From an optimization exercise on the open Yosys and OpenROAD flow, aimed at small area and a short achievable clock period; shortcuts taken in it are not production practice.
RTL that was checked went through simulation tests only; none was proved equivalent to the original.
No driver is modelled on the clock port, so clock power and skew are understated where the tree is cut down; a real chip needs a root buffer or a tree.
Power figures rest on the tool's default switching activity, not on a simulated workload.

run A:
// voting_machine
module voting_machine(clk, reset, vote_r, vote_b, confirmY, confirmN, hex_count0, hex_count1, hex_count2, hex_count3,enable_vga,VGA_R,VGA_G,VGA_B,VGA_HS,VGA_VS,VGA_SYNC,VGA_BLANK);
Size in the first run: roughly 630 cells after synthesis, roughly 97 flip-flops, roughly 63 I/O pins, ~5800 µm² of cells after synthesis.
clock: 100.0 ns
lec_check: 0
cap_margin: 60
core_margin: 2
core_utilization: 40
slew_margin: 60
standard.sh (not shown) runs the stock make flow with config.mk's settings and CLKGATE_MAP_FILE= SYNTH_SCRIPT=/design/flow/synth_recipe.tcl, a recipe that flattens the netlist after the stock synthesis.
==> flow/flow/run.sh <==
#!/bin/bash
# Standard ORFS layout (the standard.sh, standard synthesis unchanged) with
# two changes: ports are buffered with the smallest buffer instead of the
# delay buffer buffer_ports picks by default, and clock tree synthesis uses
# smaller clock buffers and no dummy loads.
set -euo pipefail
KNOBS=(
  "BUFFER_PORTS_ARGS=-buffer_cell sky130_fd_sc_hd__buf_1"
  "CTS_ARGS=-sink_clustering_enable -repair_clock_nets -dont_use_dummy_load -buf_list {sky130_fd_sc_hd__clkbuf_4 sky130_fd_sc_hd__clkbuf_8}"
)
bash standard.sh "${KNOBS[@]}" synth > synth.log 2>&1
bash standard.sh "${KNOBS[@]}" finish > layout.log 2>&1
Every stage of the flow completed for run A, and the final layout passed the timing, DRC and antenna checks.
Edits applied to the flow inputs when going from run A to run B:
- changing CAP_MARGIN from 60 to 20
- changing SLEW_MARGIN from 60 to 75
## What came out
- Diff run A -> run B: ratio of total power to cell area -about 1.5%; detailed-route via count has remained practically unchanged; total power went up; detailed-routed wire length on met2 has decreased.
The inputs of run C differ from those of run B as listed below.
- swapping 75 for 20 in SLEW_MARGIN
- Run C vs. run B: met2 routing resource usage after global routing now sits higher; clock transition at the registers of the reported paths now sits at about the same level; sequential share of layout area now sits higher.
- From run B to run C the numbers moved as follows: area share of fa/ha/maj cells after synthesis shows no meaningful change, routed wire length shows a reduction of 110 µm.
- From run C to run B, inverter count did not move at all.
- Between run C and run B, the number of storage elements in the synthesis netlist figures differ only marginally.
- Run C against run B: via count of the first global-routing pass grew by 4.6%, share of power burned in combinational logic shrank by 0.3 points.
- In the reports for run B and run C, the smaller routed wire length on met3 belongs to run C.
Here is what was changed in the inputs of run D compared with run C.
==> flow/flow/run.sh <==
#!/bin/bash
# The standard layout (standard.sh) with three changes:
#  - after the standard synthesis, the combinational logic between the
#    registers is mapped again with an area-oriented ABC script; every
#    register keeps its instance name and cell type (flow/resynth.sh);
#  - ports are buffered with the smallest buffer instead of the delay buffer
#    buffer_ports picks by default;
#  - clock tree synthesis uses smaller clock buffers and no dummy loads.
# Each tool's output goes to a log file of its own in this folder.
set -euo pipefail
KNOBS=(
  "BUFFER_PORTS_ARGS=-buffer_cell sky130_fd_sc_hd__buf_1"
  "CTS_ARGS=-sink_clustering_enable -repair_clock_nets -dont_use_dummy_load -buf_list {sky130_fd_sc_hd__clkbuf_4 sky130_fd_sc_hd__clkbuf_8}"
)
RES=orfs/results/${FLOW_PLATFORM}/voting_machine/base
bash standard.sh "${KNOBS[@]}" "$PWD/$RES/1_2_yosys.v" > synth.log 2>&1
bash flow/resynth.sh "$RES/1_2_yosys.v" > resynth.log 2>&1
bash standard.sh "${KNOBS[@]}" finish > layout.log 2>&1
==> flow/flow/resynth.sh (new file) <==
#!/bin/bash
# Re-map the combinational cells of a synthesized netlist (in place).
# Sequential cells are kept as they are (same instances, names and types);
# everything else is flattened to gates and mapped again by ABC.
set -euo pipefail
NET=$1
YOSYS=${YOSYS_EXE:-$FLOW_HOME/../tools/install/yosys/bin/yosys}
LIB=$FLOW_HOME/platforms/$FLOW_PLATFORM/lib/sky130_fd_sc_hd__tt_025C_1v80.lib
# cells ABC may not use: clock, delay, low-power, probe, tie and large cells
DU=$(grep -o 'cell ("sky130_fd_sc_hd__[a-z0-9_]*")' "$LIB" | sed 's/cell ("//;s/")//' \
  | grep -E 'lpflow|probe|clk|dly|_12$|_16$|_8$|_6$|einv|ebuf|conb|tap|fill|decap|diode' \
  | sed 's/^/-dont_use /' | tr '\n' ' ')
cp "$NET" resynth_in.v
cat > resynth.abc <<'EOS'
strash; &get -n; &fraig -x; &put; scorr; dc2; strash; &get -n; &dch -f; &nf -R 1000; &put; topo; dnsize
EOS
"$YOSYS" -p "
read_liberty -ignore_miss_func $LIB
blackbox sky130_fd_sc_hd__df* sky130_fd_sc_hd__edf* sky130_fd_sc_hd__sdf* sky130_fd_sc_hd__sedf* sky130_fd_sc_hd__dl*
read_verilog resynth_in.v
hierarchy -top $FLOW_TOP
flatten
opt_clean -purge
abc -liberty $LIB $DU -script resynth.abc
opt_clean -purge
hilomap -singleton -hicell sky130_fd_sc_hd__conb_1 HI -locell sky130_fd_sc_hd__conb_1 LO
insbuf -buf sky130_fd_sc_hd__buf_1 A X
tee -o resynth_stat.txt stat -liberty $LIB
write_verilog -noattr -nohex -nodec resynth_out.v
"
cp resynth_out.v "$NET"
### Flow results
Run D finished all stages; the layout is clean. Compared with run C, run D shows number of multi-input combinational cells in the layout that has gone up by a few percent. Run D — number of non-clock inverters in the layout 5 higher, run C as reference. Summary of run D over run C: fmax moved up, time the final worst path needs with I/O delays and setup moved down, final area moved down.
No functional check of the RTL was part of any run of this note.

== run 1 ==
voting_machine, a different RTL version from the one above (not shown whole).
Size in the first run: ~550 cells after synthesis.
==> flow/design.v (excerpt) <==
module voting_machine(clk, reset, vote_r, vote_b, confirmY, confirmN, hex_count0, hex_count1, hex_count2, hex_count3,enable_vga,VGA_R,VGA_G,VGA_B,VGA_HS,VGA_VS,VGA_SYNC,VGA_BLANK);
Settings: LEC_CHECK=0, CAP_MARGIN=60, CORE_MARGIN=2, CORE_UTILIZATION=40, SLEW_MARGIN=60; clock period 100.0 ns.
==> flow/flow/run.sh <==
#!/bin/bash
# The standard layout (standard.sh) with three changes:
#  - after the standard synthesis, the combinational logic between the
#    registers is mapped again with an area-oriented ABC script; every
#    register keeps its instance name and cell type (flow/resynth.sh);
#  - ports are buffered with the smallest buffer instead of the delay buffer
#    buffer_ports picks by default;
#  - clock tree synthesis uses smaller clock buffers and no dummy loads.
# Each tool's output goes to a log file of its own in this folder.
set -euo pipefail
KNOBS=(
  "PRE_CTS_TCL=$PWD/flow/clock_tree.tcl"
  "BUFFER_PORTS_ARGS=-buffer_cell sky130_fd_sc_hd__buf_1"
  "CTS_ARGS=-sink_clustering_enable -repair_clock_nets -dont_use_dummy_load -buf_list {sky130_fd_sc_hd__clkbuf_4 sky130_fd_sc_hd__clkbuf_8}"
)
RES=orfs/results/${FLOW_PLATFORM}/voting_machine/base
bash standard.sh "${KNOBS[@]}" "$PWD/$RES/1_2_yosys.v" > synth.log 2>&1
bash flow/resynth.sh "$RES/1_2_yosys.v" > resynth.log 2>&1
bash standard.sh "${KNOBS[@]}" finish > layout.log 2>&1
==> flow/flow/resynth.sh <==
#!/bin/bash
# Re-map the combinational cells of a synthesized netlist (in place).
# Sequential cells are kept as they are (same instances, names and types);
# everything else is flattened to gates and mapped again by ABC: first the
# logic between the registers and the seven-segment outputs (the paths that
# set the clock period) on its own, then the rest, both for area.
set -euo pipefail
NET=$1
YOSYS=${YOSYS_EXE:-$FLOW_HOME/../tools/install/yosys/bin/yosys}
cp "$NET" resynth_in.v
LIB=$FLOW_HOME/platforms/$FLOW_PLATFORM/lib/sky130_fd_sc_hd__tt_025C_1v80.lib
# cells ABC may not use: clock, delay, low-power, probe, tie and large cells
DU=$(grep -o 'cell ("sky130_fd_sc_hd__[a-z0-9_]*")' "$LIB" | sed 's/cell ("//;s/")//' \
  | grep -E 'lpflow|probe|clk|dly|_12$|_16$|_8$|_6$|einv|ebuf|conb|tap|fill|decap|diode' \
  | sed 's/^/-dont_use /' | tr '\n' ' ')
cat > resynth_cone.abc <<'EOS'
strash; &get -n; &deepsyn -T 20 -S 1; &put; strash; &get -n; &dch -f; &nf -R 0; &put; topo; dnsize
EOS
cat > resynth.abc <<'EOS'
strash; &get -n; &deepsyn -T 60 -S 1; &put; strash; &get -n; &dch -f; &nf -R 1000; &put; topo; dnsize
EOS
# do not cross the registers when collecting the output logic
STOP=$(grep -o 'sky130_fd_sc_hd__[a-z]*df[a-z]*_[0-9]' resynth_in.v | sort -u | sed 's/^/-/' | tr '\n' ':' | sed 's/:$//')
"$YOSYS" -p "
read_liberty -ignore_miss_func $LIB
blackbox sky130_fd_sc_hd__df* sky130_fd_sc_hd__edf* sky130_fd_sc_hd__sdf* sky130_fd_sc_hd__sedf* sky130_fd_sc_hd__dl*
read_verilog resynth_in.v
hierarchy -top $FLOW_TOP
flatten
opt_clean -purge
select -set cone o:hex_count* %ci*:$STOP
select @cone
abc -liberty $LIB $DU -script resynth_cone.abc
select -clear
abc -liberty $LIB $DU -script resynth.abc
opt_clean -purge
hilomap -singleton -hicell sky130_fd_sc_hd__conb_1 HI -locell sky130_fd_sc_hd__conb_1 LO
insbuf -buf sky130_fd_sc_hd__buf_1 A X
tee -o resynth_stat.txt stat -liberty $LIB
write_verilog -noattr -nohex -nodec resynth_out.v
"
cp resynth_out.v "$NET"
Other scripts of this flow, unchanged in this note and not shown: flow/flow/clock_tree.tcl
> inputs changed (run 1 -> run 2)
- CAP_MARGIN now 40, was 60
- SLEW_MARGIN now 40, was 60
-- flow/flow/resynth.sh --
<<< run 1, line 4
# everything else is flattened to gates and mapped again by ABC: first the
# logic between the registers and the seven-segment outputs (the paths that
# set the clock period) on its own, then the rest, both for area.
>>> run 2, line 4
# everything else is flattened to gates and mapped again by ABC.
<<< run 1, line 10
cp "$NET" resynth_in.v
>>> run 2, line 8
<<< run 1, line 16
cat > resynth_cone.abc <<'EOS'
strash; &get -n; &deepsyn -T 20 -S 1; &put; strash; &get -n; &dch -f; &nf -R 0; &put; topo; dnsize
EOS
>>> run 2, line 13
cp "$NET" resynth_in.v
<<< run 1, line 22
# do not cross the registers when collecting the output logic
STOP=$(grep -o 'sky130_fd_sc_hd__[a-z]*df[a-z]*_[0-9]' resynth_in.v | sort -u | sed 's/^/-/' | tr '\n' ':' | sed 's/:$//')
>>> run 2, line 17
<<< run 1, line 31
select -set cone o:hex_count* %ci*:$STOP
select @cone
abc -liberty $LIB $DU -script resynth_cone.abc
select -clear
>>> run 2, line 24
Relative to run 1, the proportion of power drawn by combinational gates of run 2 is lower by 1.3 points.
Diff run 1 -> run 2 | area of the mapped netlist | down slightly
Looking only at net count of the finished layout, and setting everything else aside, the higher value of run 2 and run 1 goes to run 2.
[compare] base=run 1 new=run 2: share of cells above drive strength 1 saw an increase, combined global-route utilization of all metal layers dropped 0.50 points, gate count after technology mapping now sits higher, critical-path maximum fanout rose 17.
Between run 2 and run 1, the power dissipated in sequential cells is lower for run 1.
Looking at run 2 and run 1, the switching power is a wash.
Reported for run 2 and run 1, final global-route overflow total turned out identical to the last digit.
Of run 2 and run 1, the higher sequential share of layout area belongs to run 2.
Input-level comparison between run 3 and run 2:
- changing SLEW_MARGIN from 40 to 80
- changing CAP_MARGIN from 40 to 80
==> comparison <==
Run 3 finished all stages; the layout is clean.
Run 3 vs. run 2: power in sequential cells was more or less identical, DRC violation total after the first TritonRoute iteration increased 28.
Relative to run 2, the total internal power measured on run 3 has increased by a few percent.
Across both runs, area taken by multi-input logic gates was higher for run 3 than for run 2.
As far as average instance area after synthesis goes, run 3 and run 2 are indistinguishable; the numbers are identical.
In terms of worst hold slack, run 3 and run 2 differ only marginally.
Of run 3 and run 2, the run reporting the lower sequential share of layout area was run 3.
Route | run 3 vs run 2 | wire longer in run 3
### run 3 -> run 4
- CAP_MARGIN changed from 80 to 60
- SLEW_MARGIN changed from 80 to 60
==> comparison <==
- Run 4 | status: complete | timing, DRC, antenna: pass
- Run 3 completed; timing, DRC and antenna clean
- Looking at run 3 and run 4, the final worst-path cycle share is a wash.
- Compared with run 3, in run 4 register-to-register setup slack climbed 60 ps; power moved down.
- The post-CTS setup buffer count on run 4 is in line with that on run 3.
- Overall global routing resource usage, run 3 and run 4, lower one = run 4.
- Run 4 against run 3: post-place setup slack moved down, minimum period implied by the final worst setup slack shows an increase of 40 ps, global-route wire length before repair now smaller.
- Wire length shrinks slightly when moving from run 3 to run 4.
In every run of this note, the design's own scripts or RTL, not TritonCTS, make the clock network.

Another version of the RTL of voting_machine (not shown whole).
For scale: roughly 4700 um2 of cells after synthesis.
Settings: LEC_CHECK=0, CAP_MARGIN=40, CORE_MARGIN=2, CORE_UTILIZATION=40, SLEW_MARGIN=40; clock period 100.0 ns.
==> flow/flow/resynth.sh <==
#!/bin/bash
# Re-map the combinational cells of a synthesized netlist (in place).
# Sequential cells are kept as they are (same instances, names and types);
# everything else is flattened to gates and mapped again by ABC.
set -euo pipefail
NET=$1
YOSYS=${YOSYS_EXE:-$FLOW_HOME/../tools/install/yosys/bin/yosys}
LIB=$FLOW_HOME/platforms/$FLOW_PLATFORM/lib/sky130_fd_sc_hd__tt_025C_1v80.lib
# cells ABC may not use: clock, delay, low-power, probe, tie and large cells
DU=$(grep -o 'cell ("sky130_fd_sc_hd__[a-z0-9_]*")' "$LIB" | sed 's/cell ("//;s/")//' \
  | grep -E 'lpflow|probe|clk|dly|_12$|_16$|_8$|_6$|einv|ebuf|conb|tap|fill|decap|diode' \
  | sed 's/^/-dont_use /' | tr '\n' ' ')
cp "$NET" resynth_in.v
cat > resynth.abc <<'EOS'
strash; &get -n; &deepsyn -T 150 -S 1; &put; strash; &get -n; &dch -f; &nf -R 1000; &put; topo; dnsize
EOS
"$YOSYS" -p "
read_liberty -ignore_miss_func $LIB
blackbox sky130_fd_sc_hd__df* sky130_fd_sc_hd__edf* sky130_fd_sc_hd__sdf* sky130_fd_sc_hd__sedf* sky130_fd_sc_hd__dl*
read_verilog resynth_in.v
hierarchy -top $FLOW_TOP
flatten
opt_clean -purge
abc -liberty $LIB $DU -script resynth.abc
opt_clean -purge
hilomap -singleton -hicell sky130_fd_sc_hd__conb_1 HI -locell sky130_fd_sc_hd__conb_1 LO
insbuf -buf sky130_fd_sc_hd__buf_1 A X
tee -o resynth_stat.txt stat -liberty $LIB
write_verilog -noattr -nohex -nodec resynth_out.v
"
cp resynth_out.v "$NET"
Scripts as last shown in full above: flow/flow/run.sh
Other scripts of this flow, unchanged in this note and not shown: flow/flow/clock_tree.tcl
Next try:
--- a/flow/flow/resynth.sh
+++ b/flow/flow/resynth.sh
@@ -13,5 +13,5 @@
 cp "$NET" resynth_in.v
 cat > resynth.abc <<'EOS'
-strash; &get -n; &deepsyn -T 150 -S 1; &put; strash; &get -n; &dch -f; &nf -R 1000; &put; topo; dnsize
+strash; &get -n; &deepsyn -T 60 -S 1; &put; strash; &get -n; &dch -f; &nf -R 1000; &put; topo; dnsize
 EOS
 "$YOSYS" -p "
First-iteration DRC count went down by 19%.
Via count hardly moves.
Utilization is higher by 0.14 points.
Total power came out lower by 2.6%.
Clock power is higher by about 2%.
Area after synthesis is higher by 0.48%.
No run of this note takes its clock network from TritonCTS; it comes from the design's own scripts or RTL.

Setup of build 14:
voting_machine, a different RTL version from the one above (not shown whole).
For scale: ~63 I/O pins.
==> flow/config.mk <==
export PLATFORM = sky130hd
export DESIGN_NAME = voting_machine
export DESIGN_NICKNAME = voting_machine
export VERILOG_FILES = /design/flow/design.v
export SDC_FILE = /design/flow/constraint.sdc
export NUM_CORES = 4
export LEC_CHECK = 0
export CAP_MARGIN = 60
export CORE_MARGIN = 2
export CORE_UTILIZATION = 40
export SLEW_MARGIN = 60
==> flow/constraint.sdc <==
create_clock -name core_clock -period 100.0 [get_ports {clk}]
set_input_delay 20.0000 -clock core_clock [delete_from_list [all_inputs] [get_ports {clk}]]
set_output_delay 20.0000 -clock core_clock [all_outputs]
set_load 0.01 [all_outputs]
==> flow/flow/run.sh <==
#!/bin/bash
# The standard layout (standard.sh) with three changes:
#  - after the standard synthesis, the combinational logic between the
#    registers is mapped again with an area-oriented ABC script; every
#    register keeps its instance name and cell type (flow/resynth.sh);
#  - ports are buffered with the smallest buffer instead of the delay buffer
#    buffer_ports picks by default;
#  - clock tree synthesis uses smaller clock buffers and no dummy loads.
# Each tool's output goes to a log file of its own in this folder.
set -euo pipefail
KNOBS=(
  "SETUP_SLACK_MARGIN=78.8"
  "BUFFER_PORTS_ARGS=-buffer_cell sky130_fd_sc_hd__buf_1"
  "CTS_ARGS=-sink_clustering_enable -repair_clock_nets -dont_use_dummy_load -buf_list {sky130_fd_sc_hd__clkbuf_4 sky130_fd_sc_hd__clkbuf_8}"
)
RES=orfs/results/${FLOW_PLATFORM}/voting_machine/base
bash standard.sh "${KNOBS[@]}" "$PWD/$RES/1_2_yosys.v" > synth.log 2>&1
bash flow/resynth.sh "$RES/1_2_yosys.v" > resynth.log 2>&1
bash standard.sh "${KNOBS[@]}" finish > layout.log 2>&1
==> flow/flow/resynth.sh <==
#!/bin/bash
# Re-map the combinational cells of a synthesized netlist (in place).
# Sequential cells are kept as they are (same instances, names and types);
# everything else is flattened to gates and mapped again by ABC.
set -euo pipefail
NET=$1
YOSYS=${YOSYS_EXE:-$FLOW_HOME/../tools/install/yosys/bin/yosys}
LIB=$FLOW_HOME/platforms/$FLOW_PLATFORM/lib/sky130_fd_sc_hd__tt_025C_1v80.lib
# cells ABC may not use: clock, delay, low-power, probe, tie and large cells
DU=$(grep -o 'cell ("sky130_fd_sc_hd__[a-z0-9_]*")' "$LIB" | sed 's/cell ("//;s/")//' \
  | grep -E 'lpflow|probe|clk|dly|_12$|_16$|_8$|_6$|einv|ebuf|conb|tap|fill|decap|diode' \
  | sed 's/^/-dont_use /' | tr '\n' ' ')
cp "$NET" resynth_in.v
cat > resynth.abc <<'EOS'
strash; &get -n; &deepsyn -T 60 -S 1; &put; strash; &get -n; &dch -f; &nf -R 1000; &put; topo; dnsize
EOS
"$YOSYS" -p "
read_liberty -ignore_miss_func $LIB
blackbox sky130_fd_sc_hd__df* sky130_fd_sc_hd__edf* sky130_fd_sc_hd__sdf* sky130_fd_sc_hd__sedf* sky130_fd_sc_hd__dl*
read_verilog resynth_in.v
hierarchy -top $FLOW_TOP
flatten
opt_clean -purge
abc -liberty $LIB $DU -script resynth.abc
opt_clean -purge
hilomap -singleton -hicell sky130_fd_sc_hd__conb_1 HI -locell sky130_fd_sc_hd__conb_1 LO
insbuf -buf sky130_fd_sc_hd__buf_1 A X
tee -o resynth_stat.txt stat -liberty $LIB
write_verilog -noattr -nohex -nodec resynth_out.v
"
cp resynth_out.v "$NET"
Build 14: PASS, flow complete, no timing, DRC or antenna violations
The following lists how build 70 was set up differently from build 14:
-- flow/flow/run.sh --
<<< build 14, line 10
set -euo pipefail
KNOBS=(
  "SETUP_SLACK_MARGIN=78.8"
  "BUFFER_PORTS_ARGS=-buffer_cell sky130_fd_sc_hd__buf_1"
  "CTS_ARGS=-sink_clustering_enable -repair_clock_nets -dont_use_dummy_load -buf_list {sky130_fd_sc_hd__clkbuf_4 sky130_fd_sc_hd__clkbuf_8}"
>>> build 70, line 10
set -euo pipefail
KNOBS=(
  "BUFFER_PORTS_ARGS=-buffer_cell sky130_fd_sc_hd__buf_1"
  "CTS_ARGS=-sink_clustering_enable -repair_clock_nets -dont_use_dummy_load -buf_list {sky130_fd_sc_hd__clkbuf_4 sky130_fd_sc_hd__clkbuf_8}"
-- flow/flow/resynth.sh --
<<< build 14, line 13
cp "$NET" resynth_in.v
cat > resynth.abc <<'EOS'
strash; &get -n; &deepsyn -T 60 -S 1; &put; strash; &get -n; &dch -f; &nf -R 1000; &put; topo; dnsize
EOS
"$YOSYS" -p "
>>> build 70, line 13
cp "$NET" resynth_in.v
cat > resynth.abc <<'EOS'
strash; &get -n; &fraig -x; &put; scorr; dc2; strash; &get -n; &dch -f; &nf -R 1000; &put; topo; dnsize
EOS
"$YOSYS" -p "
==> comparison <==
Row core utilization: build 70 lower / build 14 higher. Cmp build 70 and build 14 / switching share of power / higher: build 70. Build 14 → build 70: logic depth of the worst register-to-register path higher; fraction of power consumed by combinational cells -11 points; delay of the slowest critical-path stage increased by 0.15 ns relative to the old numbers; via count dropped 14. | cell count | build 70 vs build 14 | 32 higher |. Looking at cell with the largest stage delay on the worst path, the or4_4 result is from build 14; the dfrtp_1 one comes from build 70.
Relative to build 70, the following input files were edited for build 48:
-- flow/flow/resynth.sh --
<<< build 70, line 13
cp "$NET" resynth_in.v
cat > resynth.abc <<'EOS'
strash; &get -n; &fraig -x; &put; scorr; dc2; strash; &get -n; &dch -f; &nf -R 1000; &put; topo; dnsize
EOS
"$YOSYS" -p "
>>> build 48, line 13
cp "$NET" resynth_in.v
cat > resynth.abc <<'EOS'
strash; &get -n; &deepsyn -T 60 -S 1; &put; strash; &get -n; &dch -f; &nf -R 1000; &put; topo; dnsize
EOS
"$YOSYS" -p "
Minimum clock period (build 48 over build 70): increase, 0.72 ns. The higher clock group share of total power of build 70 and build 48 is in build 48. The final critical-path setup slack reported for build 48 is smaller than that of build 70 by 0.72 ns. Looking at routed wire length, build 48 sits about 3% below build 70. Worst slew margin relative to its limit ends up lower on build 70. Max reg2reg setup slack across build 70 and build 48: build 70.
Changes in build 93 relative to build 48:
-- flow/flow/resynth.sh --
<<< build 48, line 13
cp "$NET" resynth_in.v
cat > resynth.abc <<'EOS'
strash; &get -n; &deepsyn -T 60 -S 1; &put; strash; &get -n; &dch -f; &nf -R 1000; &put; topo; dnsize
EOS
"$YOSYS" -p "
>>> build 93, line 13
cp "$NET" resynth_in.v
cat > resynth.abc <<'EOS'
strash; &get -n; &fraig -x; &put; scorr; dc2; strash; &get -n; &dch -f; &nf -R 1000; &put; topo; dnsize
EOS
"$YOSYS" -p "
-- flow/config.mk --
<<< build 48, line 6
export NUM_CORES = 4
export LEC_CHECK = 0
export CAP_MARGIN = 60
export CORE_MARGIN = 2
export CORE_UTILIZATION = 40
export SLEW_MARGIN = 60
>>> build 93, line 6
export NUM_CORES = 4
export LEC_CHECK = 0
export CAP_MARGIN = 20
export CORE_MARGIN = 2
export CORE_UTILIZATION = 40
export SLEW_MARGIN = 20
Notes after the runs:
- Going from build 48 to build 93, power of the combinational group now larger; post-route worst setup slack +0.52 ns.
- Summary of the comparison: power share of the combinational group is higher in build 93, relative to build 48.
- Per the comparison of build 93 with build 48, number of multi-input combinational cells in the layout saw an increase; total routed wirelength now sits higher; area taken by flip-flops and latches barely changed.

## re-timing with driven ports
The flow's constraints put no driver on any port. The routed layouts listed below were extracted and timed again, unchanged, in two steps. Step 1 sets driving cells, clkbuf_16 on the clock port and buf_2 on the other inputs (assumed; they add their load-dependent delay and slew). Step 2, shift: input delay + t, output delay - t, t = (earliest + latest rising clock arrival at the registers) / 2. This alone moves slack from input paths to output paths. Three values: ideal, step 1, step 2; two values: the first two.
run	t (ns)	setup WS [ns]	hold WS [ns]
run A	0.380	77.730 / 77.694 / 78.074	0.314 / 0.314 / 0.314
run B	0.385	77.957 / 77.919 / 78.303	0.315 / 0.315 / 0.315
run C	0.378	77.259 / 77.223 / 77.601	0.325 / 0.325 / 0.325
run D	0.385	77.616 / 77.585 / 77.970	0.306 / 0.306 / 0.306
run 1	0.232	77.824 / 77.741 / 77.973	0.332 / 0.332 / 0.332
run 2	0.225	77.795 / 77.714 / 77.939	0.336 / 0.336 / 0.336
run 3	0.227	77.804 / 77.723 / 77.951	0.335 / 0.335 / 0.335
run 4	0.229	77.765 / 77.684 / 77.913	0.334 / 0.334 / 0.334
the first run of note 3	0.226	78.138 / 78.065 / 78.291	0.309 / 0.309 / 0.309
the second run of note 3	0.238	77.781 / 77.696 / 77.935	0.337 / 0.337 / 0.337
build 14	0.397	77.884 / 77.847 / 78.244	0.329 / 0.329 / 0.329
build 70	0.395	78.085 / 78.052 / 78.447	0.327 / 0.327 / 0.327
build 48	0.405	77.369 / 77.333 / 77.738	0.321 / 0.321 / 0.321
build 93	0.394	77.891 / 77.858 / 78.252	0.301 / 0.301 / 0.301
After both steps every run listed still meets setup and hold.
